This design comes from an exercise in tuning for small area, a short achievable clock period and few clock cycles per item on the open sky130 flow, not from production work. The RTL was checked by simulation tests, not by an equivalence proof against the original design.

## flow/design.v (module list and top-level ports; edited modules follow where they fit)
// module precalc: 2822 lines
module precalc(
  input clk,
  input rst,
  input [121:0] vertices_data,
  input vertices_empty,
  output vertices_pull,
  output reg [216:0] triangle_data,
  input triangle_full,
  output reg triangle_push
);
  // ...
==> flow/run.sh <==
#!/bin/bash
# synth_recipe.tcl (not shown) runs the flow's synth.tcl, then flattens the netlist and writes it again
# the make line also repeats each setting of config.mk as NAME=value (left out here)
make -C /OpenROAD-flow-scripts/flow DESIGN_CONFIG=/design/flow/config.mk WORK_HOME=/design/flow/orfs CLKGATE_MAP_FILE= SYNTH_SCRIPT=/design/flow/synth_recipe.tcl finish
==> flow/config.mk <==
export PLATFORM = sky130hd
export DESIGN_NAME = precalc
export DESIGN_NICKNAME = precalc
export VERILOG_FILES = /design/flow/design.v
export SDC_FILE = /design/flow/constraint.sdc
export NUM_CORES = 4
export LEC_CHECK = 0
export ABC_AREA = 1
export CAP_MARGIN = 20
export CORE_MARGIN = 2
export CORE_UTILIZATION = 40
export SETUP_SLACK_MARGIN = 2.7
export SLEW_MARGIN = 20
==> flow/constraint.sdc <==
create_clock -name core_clock -period 5.5 [get_ports {clk}]
set_input_delay 1.1000 -clock core_clock [delete_from_list [all_inputs] [get_ports {clk}]]
set_output_delay 1.1000 -clock core_clock [all_outputs]
set_load 0.01 [all_outputs]
==> results.yml, run 1 <==
final_layout:
  n_all_inverters: 2800
  drive_above_1_share: 0.100
  layout.nonclk_buf_frac: 0.0308
routing:
  dr.pass1.iters: 5
  dr_wl_met2_mm: 216
  routed.top_layer: "met4"
  wl_met1_mm: 196
grt:
  antenna_found_initial: 46
  grt_pass1_vias: 122000
  overflow: 0
yosys:
  seq_area_frac_synth: 0.506
  yosys_warnings: 1
  synth.avg_cell_area_sq_um: 9.64
  synthTopCellsByCount: "4670 x dfxtp_1, 2858 x nand2_1, 2764 x inv_1"
  synth_top_family_by_area: "adder cells"
sta:
  hold_viol: 0
status:
  outcome: "timing/DRC/antenna clean"
critical_path:
  r2r_cells: 16
  criticalPathCategory: "reg2reg"
  cp_data_required_time_ps: 6490
  critPathMaxFanout: 3
  max_stage_delay_ps: 570
placement:
  dp_hpwl_mm: 347
clocking:
  clkTransAtPathRegs_ps: 60
  cts_setup_buffers: 136
  insertion_delay_ps: 1080
die:
  core_sq_um: 460000
  initial_core_util: 0.402
Testbench counts, summed over its fixed seeds: cycles 656, items 512.
==> inputs of run 2 (changes only) <==
--- a/flow/design.v
+++ b/flow/design.v
@@ -275,41 +275,39 @@
 wire [4:0] b3_s1 = v3_s1[4:0];
 reg [4:0] b3_s2; always @(posedge clk) b3_s2 <= b3_s1;
 reg [4:0] b3_s3; always @(posedge clk) b3_s3 <= b3_s2;
 reg [4:0] b3_s4; always @(posedge clk) b3_s4 <= b3_s3;
 reg [4:0] b3_s5; always @(posedge clk) b3_s5 <= b3_s4;
 reg [4:0] b3_s6; always @(posedge clk) b3_s6 <= b3_s5;
 reg [4:0] b3_s7; always @(posedge clk) b3_s7 <= b3_s6;
 reg [4:0] b3_s8; always @(posedge clk) b3_s8 <= b3_s7;
-wire [17:0] rtab_s1 = (y31_s1 == 6'd63) ? 18'd4162 : (y31_s1 == 6'd62) ? 18'd4229 : (y31_s1 == 6'd61) ? 18'd4298 : (y31_s1 == 6'd60) ? 18'd4370 : (y31_s1 == 6'd59) ? 18'd4444 : (y31_s1 == 6'd58) ? 18'd4520 : (y31_s1 == 6'd57) ? 18'd4600 : (y31_s1 == 6'd56) ? 18'd4682 : (y31_s1 == 6'd55) ? 18'd4767 : (y31_s1 == 6'd54) ? 18'd4855 : (y31_s1 == 6'd53) ? 18'd4947 : (y31_s1 == 6'd52) ? 18'd5042 : (y31_s1 == 6'd51) ? 18'd5141 : (y31_s1 == 6'd50) ? 18'd5243 : (y31_s1 == 6'd49) ? 18'd5350 : (y31_s1 == 6'd48) ? 18'd5462 : (y31_s1 == 6'd47) ? 18'd5578 : (y31_s1 == 6'd46) ? 18'd5699 : (y31_s1 == 6'd45) ? 18'd5826 : (y31_s1 == 6'd44) ? 18'd5958 : (y31_s1 == 6'd43) ? 18'd6097 : (y31_s1 == 6'd42) ? 18'd6242 : (y31_s1 == 6'd41) ? 18'd6394 : (y31_s1 == 6'd40) ? 18'd6554 : (y31_s1 == 6'd39) ? 18'd6722 : (y31_s1 == 6'd38) ? 18'd6899 : (y31_s1 == 6'd37) ? 18'd7085 : (y31_s1 == 6'd36) ? 18'd7282 : (y31_s1 == 6'd35) ? 18'd7490 : (y31_s1 == 6'd34) ? 18'd7711 : (y31_s1 == 6'd33) ? 18'd7944 : (y31_s1 == 6'd32) ? 18'd8192 : (y31_s1 == 6'd31) ? 18'd8457 : (y31_s1 == 6'd30) ? 18'd8739 : (y31_s1 == 6'd29) ? 18'd9040 : (y31_s1 == 6'd28) ? 18'd9363 : (y31_s1 == 6'd27) ? 18'd9710 : (y31_s1 == 6'd26) ? 18'd10083 : (y31_s1 == 6'd25) ? 18'd10486 : (y31_s1 == 6'd24) ? 18'd10923 : (y31_s1 == 6'd23) ? 18'd11398 : (y31_s1 == 6'd22) ? 18'd11916 : (y31_s1 == 6'd21) ? 18'd12484 : (y31_s1 == 6'd20) ? 18'd13108 : (y31_s1 == 6'd19) ? 18'd13798 : (y31_s1 == 6'd18) ? 18'd14564 : (y31_s1 == 6'd17) ? 18'd15421 : (y31_s1 == 6'd16) ? 18'd16384 : (y31_s1 == 6'd15) ? 18'd17477 : (y31_s1 == 6'd14) ? 18'd18725 : (y31_s1 == 6'd13) ? 18'd20165 : (y31_s1 == 6'd12) ? 18'd21846 : (y31_s1 == 6'd11) ? 18'd23832 : (y31_s1 == 6'd10) ? 18'd26215 : (y31_s1 == 6'd9) ? 18'd29128 : (y31_s1 == 6'd8) ? 18'd32768 : (y31_s1 == 6'd7) ? 18'd37450 : (y31_s1 == 6'd6) ? 18'd43691 : (y31_s1 == 6'd5) ? 18'd52429 : (y31_s1 == 6'd4) ? 18'd65536 : (y31_s1 == 6'd3) ? 18'd87382 : (y31_s1 == 6'd2) ? 18'd131072 : 18'd0;
+wire [18:0] rtab_s1 = (y31_s1 == 6'd63) ? 19'd4162 : (y31_s1 == 6'd62) ? 19'd4229 : (y31_s1 == 6'd61) ? 19'd4298 : (y31_s1 == 6'd60) ? 19'd4370 : (y31_s1 == 6'd59) ? 19'd4444 : (y31_s1 == 6'd58) ? 19'd4520 : (y31_s1 == 6'd57) ? 19'd4600 : (y31_s1 == 6'd56) ? 19'd4682 : (y31_s1 == 6'd55) ? 19'd4767 : (y31_s1 == 6'd54) ? 19'd4855 : (y31_s1 == 6'd53) ? 19'd4947 : (y31_s1 == 6'd52) ? 19'd5042 : (y31_s1 == 6'd51) ? 19'd5141 : (y31_s1 == 6'd50) ? 19'd5243 : (y31_s1 == 6'd49) ? 19'd5350 : (y31_s1 == 6'd48) ? 19'd5462 : (y31_s1 == 6'd47) ? 19'd5578 : (y31_s1 == 6'd46) ? 19'd5699 : (y31_s1 == 6'd45) ? 19'd5826 : (y31_s1 == 6'd44) ? 19'd5958 : (y31_s1 == 6'd43) ? 19'd6097 : (y31_s1 == 6'd42) ? 19'd6242 : (y31_s1 == 6'd41) ? 19'd6394 : (y31_s1 == 6'd40) ? 19'd6554 : (y31_s1 == 6'd39) ? 19'd6722 : (y31_s1 == 6'd38) ? 19'd6899 : (y31_s1 == 6'd37) ? 19'd7085 : (y31_s1 == 6'd36) ? 19'd7282 : (y31_s1 == 6'd35) ? 19'd7490 : (y31_s1 == 6'd34) ? 19'd7711 : (y31_s1 == 6'd33) ? 19'd7944 : (y31_s1 == 6'd32) ? 19'd8192 : (y31_s1 == 6'd31) ? 19'd8457 : (y31_s1 == 6'd30) ? 19'd8739 : (y31_s1 == 6'd29) ? 19'd9040 : (y31_s1 == 6'd28) ? 19'd9363 : (y31_s1 == 6'd27) ? 19'd9710 : (y31_s1 == 6'd26) ? 19'd10083 : (y31_s1 == 6'd25) ? 19'd10486 : (y31_s1 == 6'd24) ? 19'd10923 : (y31_s1 == 6'd23) ? 19'd11398 : (y31_s1 == 6'd22) ? 19'd11916 : (y31_s1 == 6'd21) ? 19'd12484 : (y31_s1 == 6'd20) ? 19'd13108 : (y31_s1 == 6'd19) ? 19'd13798 : (y31_s1 == 6'd18) ? 19'd14564 : (y31_s1 == 6'd17) ? 19'd15421 : (y31_s1 == 6'd16) ? 19'd16384 : (y31_s1 == 6'd15) ? 19'd17477 : (y31_s1 == 6'd14) ? 19'd18725 : (y31_s1 == 6'd13) ? 19'd20165 : (y31_s1 == 6'd12) ? 19'd21846 : (y31_s1 == 6'd11) ? 19'd23832 : (y31_s1 == 6'd10) ? 19'd26215 : (y31_s1 == 6'd9) ? 19'd29128 : (y31_s1 == 6'd8) ? 19'd32768 : (y31_s1 == 6'd7) ? 19'd37450 : (y31_s1 == 6'd6) ? 19'd43691 : (y31_s1 == 6'd5) ? 19'd52429 : (y31_s1 == 6'd4) ? 19'd65536 : (y31_s1 == 6'd3) ? 19'd87382 : (y31_s1 == 6'd2) ? 19'd131072 : 19'd262144;
 wire [0:0] qz_s1 = y31_s1 == 6'd0;
 reg [0:0] qz_s2; always @(posedge clk) qz_s2 <= qz_s1;
-wire [0:0] qe_s1 = y21_s1 == y31_s1;
-reg [0:0] qe_s2; always @(posedge clk) qe_s2 <= qe_s1;
-wire [23:0] qpp0_s1 = {24{y21_s1[0]}} & ({6'b0, rtab_s1} << 0);
-wire [23:0] qpp1_s1 = {24{y21_s1[1]}} & ({6'b0, rtab_s1} << 1);
-wire [23:0] qpp2_s1 = {24{y21_s1[2]}} & ({6'b0, rtab_s1} << 2);
-wire [23:0] qpp3_s1 = {24{y21_s1[3]}} & ({6'b0, rtab_s1} << 3);
-wire [23:0] qpp4_s1 = {24{y21_s1[4]}} & ({6'b0, rtab_s1} << 4);
-wire [23:0] qpp5_s1 = {24{y21_s1[5]}} & ({6'b0, rtab_s1} << 5);
-wire [23:0] qm_cs1_s1 = qpp0_s1 ^ qpp1_s1 ^ qpp2_s1;
-reg [23:0] qm_cs1_s2; always @(posedge clk) qm_cs1_s2 <= qm_cs1_s1;
-wire [23:0] qm_cc1_s1 = {((qpp0_s1) & (qpp1_s1) | (qpp0_s1) & (qpp2_s1) | (qpp1_s1) & (qpp2_s1)), 1'b0};
-reg [23:0] qm_cc1_s2; always @(posedge clk) qm_cc1_s2 <= qm_cc1_s1;
-wire [23:0] qm_cs2_s1 = qpp3_s1 ^ qpp4_s1 ^ qpp5_s1;
-reg [23:0] qm_cs2_s2; always @(posedge clk) qm_cs2_s2 <= qm_cs2_s1;
-wire [23:0] qm_cc2_s1 = {((qpp3_s1) & (qpp4_s1) | (qpp3_s1) & (qpp5_s1) | (qpp4_s1) & (qpp5_s1)), 1'b0};
-reg [23:0] qm_cc2_s2; always @(posedge clk) qm_cc2_s2 <= qm_cc2_s1;
-wire [23:0] qm2_cs3_s2 = qm_cs1_s2 ^ qm_cc1_s2 ^ qm_cs2_s2;
-wire [23:0] qm2_cc3_s2 = {((qm_cs1_s2) & (qm_cc1_s2) | (qm_cs1_s2) & (qm_cs2_s2) | (qm_cc1_s2) & (qm_cs2_s2)), 1'b0};
-wire [23:0] qm2_cs4_s2 = qm2_cs3_s2 ^ qm2_cc3_s2 ^ qm_cc2_s2;
-wire [23:0] qm2_cc4_s2 = {((qm2_cs3_s2) & (qm2_cc3_s2) | (qm2_cs3_s2) & (qm_cc2_s2) | (qm2_cc3_s2) & (qm_cc2_s2)), 1'b0};
-wire [23:0] rq_s2 = qm2_cs4_s2 + qm2_cc4_s2;
-wire [6:0] Q_s2 = qz_s2 ? 7'd127 : qe_s2 ? 7'd64 : {1'b0, rq_s2[17:12]};
+wire [24:0] qpp0_s1 = {25{y21_s1[0]}} & ({6'b0, rtab_s1} << 0);
+wire [24:0] qpp1_s1 = {25{y21_s1[1]}} & ({6'b0, rtab_s1} << 1);
+wire [24:0] qpp2_s1 = {25{y21_s1[2]}} & ({6'b0, rtab_s1} << 2);
+wire [24:0] qpp3_s1 = {25{y21_s1[3]}} & ({6'b0, rtab_s1} << 3);
+wire [24:0] qpp4_s1 = {25{y21_s1[4]}} & ({6'b0, rtab_s1} << 4);
+wire [24:0] qpp5_s1 = {25{y21_s1[5]}} & ({6'b0, rtab_s1} << 5);
+wire [24:0] qm_cs1_s1 = qpp0_s1 ^ qpp1_s1 ^ qpp2_s1;
+reg [24:0] qm_cs1_s2; always @(posedge clk) qm_cs1_s2 <= qm_cs1_s1;
+wire [24:0] qm_cc1_s1 = {((qpp0_s1) & (qpp1_s1) | (qpp0_s1) & (qpp2_s1) | (qpp1_s1) & (qpp2_s1)), 1'b0};
+reg [24:0] qm_cc1_s2; always @(posedge clk) qm_cc1_s2 <= qm_cc1_s1;
+wire [24:0] qm_cs2_s1 = qpp3_s1 ^ qpp4_s1 ^ qpp5_s1;
+reg [24:0] qm_cs2_s2; always @(posedge clk) qm_cs2_s2 <= qm_cs2_s1;
+wire [24:0] qm_cc2_s1 = {((qpp3_s1) & (qpp4_s1) | (qpp3_s1) & (qpp5_s1) | (qpp4_s1) & (qpp5_s1)), 1'b0};
+reg [24:0] qm_cc2_s2; always @(posedge clk) qm_cc2_s2 <= qm_cc2_s1;
+wire [24:0] qm2_cs3_s2 = qm_cs1_s2 ^ qm_cc1_s2 ^ qm_cs2_s2;
+wire [24:0] qm2_cc3_s2 = {((qm_cs1_s2) & (qm_cc1_s2) | (qm_cs1_s2) & (qm_cs2_s2) | (qm_cc1_s2) & (qm_cs2_s2)), 1'b0};
+wire [24:0] qm2_cs4_s2 = qm2_cs3_s2 ^ qm2_cc3_s2 ^ qm_cc2_s2;
+wire [24:0] qm2_cc4_s2 = {((qm2_cs3_s2) & (qm2_cc3_s2) | (qm2_cs3_s2) & (qm_cc2_s2) | (qm2_cc3_s2) & (qm_cc2_s2)), 1'b0};
+wire [24:0] rq_s2 = qm2_cs4_s2 + qm2_cc4_s2;
+wire [6:0] Q_s2 = rq_s2[18:12] | {7{qz_s2}};
 reg [6:0] Q_s3; always @(posedge clk) Q_s3 <= Q_s2;
 wire [6:0] x21_s1 = {1'b0,x2_s1} - {1'b0,x1_s1};
 reg [6:0] x21_s2; always @(posedge clk) x21_s2 <= x21_s1;
 reg [6:0] x21_s3; always @(posedge clk) x21_s3 <= x21_s2;
 wire [6:0] x31_s1 = {1'b0,x3_s1} - {1'b0,x1_s1};
 reg [6:0] x31_s2; always @(posedge clk) x31_s2 <= x31_s1;
 reg [6:0] x31_s3; always @(posedge clk) x31_s3 <= x31_s2;
 wire [10:0] z21_s1 = {1'b0,z2_s1} - {1'b0,z1_s1};
==> run 2 against run 1 <==
Net effect: still clean on timing, DRC and antenna; area after synthesis is 0.35% higher; global-route usage is 0.48 points higher; hold slack worse by 7.5 ps; critical endpoint is now qm_cs2_s2[11].
==> results.yml, run 2 <==
final_layout:
  drive_above_1_share: 0.109
  layout.nets: 22700
  fin_util: 0.475
  final_common_cell: "dfxtp_1"
  top_regs: "v1_s1: 38 flops, v2_s1: 38 flops, v3_s1: 38 flops"
  final_cells: 27000
  final_cell_mix: "4575 x dfxtp_1, 2818 x nand2_1, 2644 x inv_1"
  design_area_sq_um: 220000
  syn_to_final_growth_pct: 18.5
status:
  outcome: "timing/DRC/antenna clean"
grt:
  antenna_found_initial: 37
  overflow: 0
  grt_max_degree: 77
  gr-usage-all-layers: 0.190
  grt_pass1_vias: 126000
  grt_first_pass_wirelength_mm: 703
yosys:
  synthCells: 19400
  yosys_warnings: 1
  synthTopCellsByArea: "dfxtp_1 50%, ha_1 11%, nand2_1 6.0%"
  synth_edf_count: 0
  async_reset_ff_frac: 0
  synthTopCellsByCount: "4673 x dfxtp_1, 2958 x nand2_1, 2767 x inv_1"
  ys_types: 68
  synth_seq_cells: 4673
  synth_most_common_cell: "dfxtp_1"
  yosys.area.top_type: "dfxtp_1"
  syn_area_sq_um: 186000
  seq_area_frac_synth: 0.504
  synth.avg_cell_area_sq_um: 9.58
  synth_top_area_frac: 0.504
  syn_nets: 21700
  synth-main-ff-cell: "dfxtp_1"
sta:
  fmax_mhz: 350
  rsz0062_at_grt: "true"
  fin_setup_tns_ps: 0
  fin_crit_sh: 0.519
  slew_viol_final: 0
  min_period_ps: 2860
  hold_viol: 0
  worst_pin_slew_ps: 1100
  setup_viol: 0
  finClkSkew_ps: 104
  slew_headroom: 0.269
die:
  core_sq_um: 463000
  ioPinCount: 345
  die-height_um: 685
  die_area_sq_um: 469000
  initial_core_util: 0.401
  die_w_um: 685
  row_count: 250
placement:
  place_congestion: 0.928
  place_area_sq_um: 196000
  dp_hpwl_mm: 354
  io_buffer_count: 344
  place_inst: 25700
clocking:
  htreeDepth: 5
  root_buffer: "clkbuf_16"
  cts_sinks: 4673
  ctsHoldBuffers: 0
  cts_made_buffers: 470
  ctsLongestPathBuffers: 4
  insertion_delay_ps: 1060
  clkTransAtPathRegs_ps: 60
  cts_tree: "done"
critical_path:
  start_kind: "register"
  criticalPathCategory: "reg2reg"
  cp_top_family: "simple AND/OR/NAND/NOR gates"
  arrival_ps: 3820
  crit_slowest_cell: "fa_1"
  crit_path_end_kind: "register"
  max_stage_delay_ps: 420
  crit_top_cell: "nor2_2"
  cp_data_required_time_ps: 6470
  crit_chain: "buf_8 -> clkinvlp_4 -> buf_6 -> nor2_4 -> nand2_4 -> nor2_4 -> nor2_2 -> nand2_2 -> nand4_1 -> nor2_2 -> nand4_1 -> nor2_2 -> nand4_4 -> nand2_2 -> fa_1 -> inv_1"
  path_buf_inv: 4
  critPathMaxFanout: 7
min_path:
  hp-class: "reg2reg"
routing:
  ant_nets: 0
  drtIter0Drc: 6586
  wl_per_cell_um: 16.9
  vias: 127000
  dr.pass1.iters: 6
  drt-total-wl_mm: 458
  viasPerCell: 4.69
  drc: 0
flow_run:
  max_cap_violations: 0
==> run 2: cell types whose count changed in the layout (fill, tap and decap cells not counted), moves of 20 or more <==
cell             change
o21ai_1             -69
nor2_1              +72
nand2_2             +30
buf_2               +21
nand2_1             +53
nand3_1             +21
buf_4               +42
clkdlybuf4s15_1     -20
==> run 2: cell families after synthesis <==
group | Yosys count | share of synthesized area
and+or+nand+nor | 4885 | 0.109
DFF | 4673 | 0.504
AOI/OAI and AO/OA | 3326 | 0.0984
buffers and inverters | 3032 | 0.0624
adders and majority gates | 2157 | 0.165
xor gates and xnor gates | 1262 | 0.0596
muxes | 34 | 0.00188
==> run 2: worst paths after layout <==
check,start,endpoint,slack (ps),depth (start not counted)
max,y31_s1[1],qm_cs2_s2[11],2640,16
min,m3_s_s10,m3_s_s11,280,0
min reg2reg,m3_s_s10,m3_s_s11,280,0
max reg2reg,y31_s1[1],qm_cs2_s2[11],2640,16
==> run 2: timing repair <==
action / in CTS / in global routing
setup endpoints to repair: 976 / 604
endpoints found under the hold margin: 0 / 0
gates cloned: 6 / 10
gates resized for setup: 971 / 639
pin swaps: 117 / 244
buffers inserted: 179 / 214
==> run 2: stage by stage <==
stage | hold slack [ps] | setup slack, ps
final | 276 | 2640
after global routing | 265 | 2530
after CTS | 260 | 2620
after detailed placement | 312 | 704
after global placement | 310 | 696
after floorplan | 310 | 2250
==> run 2: layout make-up <==
class / instances / area (sq um)
Sequential cell: 4673 / 93700
Multi-Input combinational cell: 11700 / 83800
Tap cell: 6174 / 7720
Antenna cell: 50 / 125
Clock inverter: 259 / 3600
Inverter: 2781 / 10700
Timing Repair Buffer: 784 / 6890
Fill cell: 43100 / 243000
Clock buffer: 627 / 13300
Timing Repair inverter: 8 / 56.3
==> run 2: layer usage <==
metal,part of all wire,vias up,track usage
met1,0.43,58800,0.232
met5,0.000046,-,0
met2,0.48,2232,0.331
li1,-,64800,-
met3,0.038,915,0.0238
met4,0.051,4,0.0890
Testbench counts of run 2, summed over its fixed seeds: cycles 656, items 512.
==> inputs of run 3 (changes only) <==
--- a/flow/config.mk
+++ b/flow/config.mk
@@ -9,5 +9,5 @@
 export CAP_MARGIN = 20
 export CORE_MARGIN = 2
-export CORE_UTILIZATION = 40
+export CORE_UTILIZATION = 50
 export SETUP_SLACK_MARGIN = 2.7
 export SLEW_MARGIN = 20
==> run 3 against run 2 <==
Net effect: non-clock buffer count up 14; clock skew is 18 ps higher; critical path depth decreased by 7; sequential share of layout area increased by 0.44 points; first-iteration DRC count decreased by 3.6%; critical endpoint is now mg_a_3_s8.
==> results.yml, run 3 <==
placement:
  post-place-ws_ps: 849
  dp_hpwl_mm: 346
  place_area_sq_um: 195000
  place_congestion: 0.948
  io_buffer_count: 344
die:
  die_w_um: 613
  row_count: 223
  die-height_um: 613
  die_area_sq_um: 376000
  core_sq_um: 369000
  ioPinCount: 345
  initial_core_util: 0.503
final_layout:
  final_cell_mix: "4606 x dfxtp_1, 2843 x nand2_1, 2649 x inv_1"
  drive_above_1_share: 0.0988
  syn_to_final_growth_pct: 17.3
  design_area_sq_um: 218000
  final_common_cell: "dfxtp_1"
  layout.nets: 22700
  top_regs: "v1_s1: 38 flops, v2_s1: 38 flops, v3_s1: 38 flops"
grt:
  gr-usage-all-layers: 0.232
  overflow: 0
  grt_max_degree: 77
  grt_first_pass_wirelength_mm: 683
  antenna_found_initial: 29
  grt_pass1_vias: 123000
sta:
  fin_setup_tns_ps: 0
  finClkSkew_ps: 122
  worst_pin_slew_ps: 1110
  rsz0062_at_grt: "true"
  slew_viol_final: 0
  min_period_ps: 2790
  setup_viol: 0
  hold_viol: 0
  slew_headroom: 0.251
  fmax_mhz: 359
  fin_ws_ps: 2710
  fin_crit_sh: 0.507
clocking:
  ctsHoldBuffers: 0
  cts_tree: "done"
  htreeDepth: 5
  clkTransAtPathRegs_ps: 70
  ctsLongestPathBuffers: 4
  cts_made_buffers: 456
  insertion_delay_ps: 1050
  root_buffer: "clkbuf_16"
  cts_sinks: 4673
routing:
  wl_per_cell_um: 17.4
  dr.pass1.iters: 8
  drt-total-wl_mm: 448
  drc: 0
  ant_nets: 0
  viasPerCell: 4.90
  vias: 126000
  drtIter0Drc: 6347
critical_path:
  start_kind: "register"
  crit_slowest_cell: "xor2_1"
  arrival_ps: 3590
  crit_chain: "inv_1 -> ha_1 -> a21oi_1 -> o21bai_1 -> nand2_1 -> nand2_1 -> a21oi_1 -> nand2_1 -> xor2_1"
  cp_data_required_time_ps: 6300
  cp_top_family: "compound AO/OA/AOI/OAI gates"
  crit_path_end_kind: "register"
  path_buf_inv: 1
  max_stage_delay_ps: 600
  criticalPathCategory: "reg2reg"
  crit_top_cell: "nand2_1"
  reg2reg_slack_ps: 2710
  critPathMaxFanout: 7
yosys:
  synthCells: 19400
  synth_most_common_cell: "dfxtp_1"
  synth.avg_cell_area_sq_um: 9.58
  syn_area_sq_um: 186000
  yosys_warnings: 1
  synth_edf_count: 0
  synth_top_area_frac: 0.504
  synth_seq_cells: 4673
  yosys.area.top_type: "dfxtp_1"
  synthTopCellsByCount: "4673 x dfxtp_1, 2958 x nand2_1, 2767 x inv_1"
  seq_area_frac_synth: 0.504
  synth-main-ff-cell: "dfxtp_1"
  syn_nets: 21700
  synthTopCellsByArea: "dfxtp_1 50%, ha_1 11%, nand2_1 6.0%"
  async_reset_ff_frac: 0
  ys_types: 68
status:
  outcome: "timing/DRC/antenna clean"
min_path:
  hp-class: "reg2reg"
flow_run:
  max_cap_violations: 0
-- run 3: cell counts after synthesis --
No cell type changed its count.
-- run 3: worst register-to-register path: cells and delay by family, from the launching register on --
family	cells	cell delay (ps)
compound gates	3	710
xor+xnor	1	600
fa+ha+maj	1	360
buf+inv	1	100
flops	1	500
simple gates	3	250
-- run 3: through the flow --
stage           util  hold WS [ps]  std cells
2_1_floorplan      -           310      19400
3_3_place_gp   0.527           309      24500
3_5_place_dp   0.527           312      24500
4_1_cts        0.578           257      25500
5_1_grt        0.590           269      25800
6_report       0.590           280      25800
-- run 3: area by class of cell --
| class | count | area [sq um] |
|---|---|---|
| fill | 32000 | 151000 |
| sequential | 4673 | 93700 |
| multi-input combinational | 11700 | 83500 |
| clock buffer | 617 | 13000 |
| inverter | 2781 | 10700 |
| timing repair buffer | 798 | 7180 |
| tap | 4950 | 6190 |
| clock inverter | 230 | 3260 |
| antenna | 39 | 97.6 |
| timing repair inverter | 5 | 32.5 |
-- run 3: cell families after synthesis --
group / share of synthesized area
compound gates: 0.0984
xor+xnor: 0.0596
fa+ha+maj: 0.165
buf+inv: 0.0624
flops: 0.504
mux: 0.00188
simple gates: 0.109
-- run 3: what timing repair did --
| action | 4_1_cts | 5_1_grt |
|---|---|---|
| pin swaps | 82 | 172 |
| setup endpoints to repair | 984 | 579 |
| setup buffers | 154 | 242 |
| gates resized for setup | 662 | 562 |
| gates cloned | 4 | 8 |
| endpoints found under the hold margin | 0 | 0 |
-- run 3: path summary, 6_finish.rpt --
kind                  from        end  depth (start not counted)
setup / recovery  g1_s7[2]  mg_a_3_s8                          9
hold / removal    nz_b2_s7   nz_b2_s8                          0
setup reg to reg  g1_s7[2]  mg_a_3_s8                          9
hold reg to reg   nz_b2_s7   nz_b2_s8                          0
-- run 3: routing by layer --
layer | part of all wire | GRT usage
met1 | 0.44 | 0.292
met2 | 0.48 | 0.401
met3 | 0.038 | 0.0269
met4 | 0.050 | 0.104
met5 | 0.000058 | 0

[afterwards: timing with drivers on the ports]
In the flow no input, the clock included, has a driving cell. The finished layouts below were timed again as built, in two steps.
Step 1 assumes that a clkbuf_16 drives the clock port and a buf_2 every other input.
Step 2, shift: input delay + t, output delay - t, t = (earliest + latest rising clock arrival at the registers) / 2. This alone moves slack from input paths to output paths.
Slacks: ideal ports / drivers / drivers and shift; pairs: ideal ports / drivers.
run	shift t [ns]	setup slack, ns	worst setup path after step 2	worst slew at a driven data input, ns
run 1	1.142	2.549 / 2.549 / 1.740	input to register	0.16
run 2	1.137	2.643 / 2.643 / 1.721	input to register	0.16
run 3	1.083	2.711 / 2.673 / 1.720	input to register	0.11
After both steps every run listed still meets setup and hold. For run 3, which loses most, drivers alone change the setup slack by -0.038 ns; drivers and shift together by -0.991 ns.
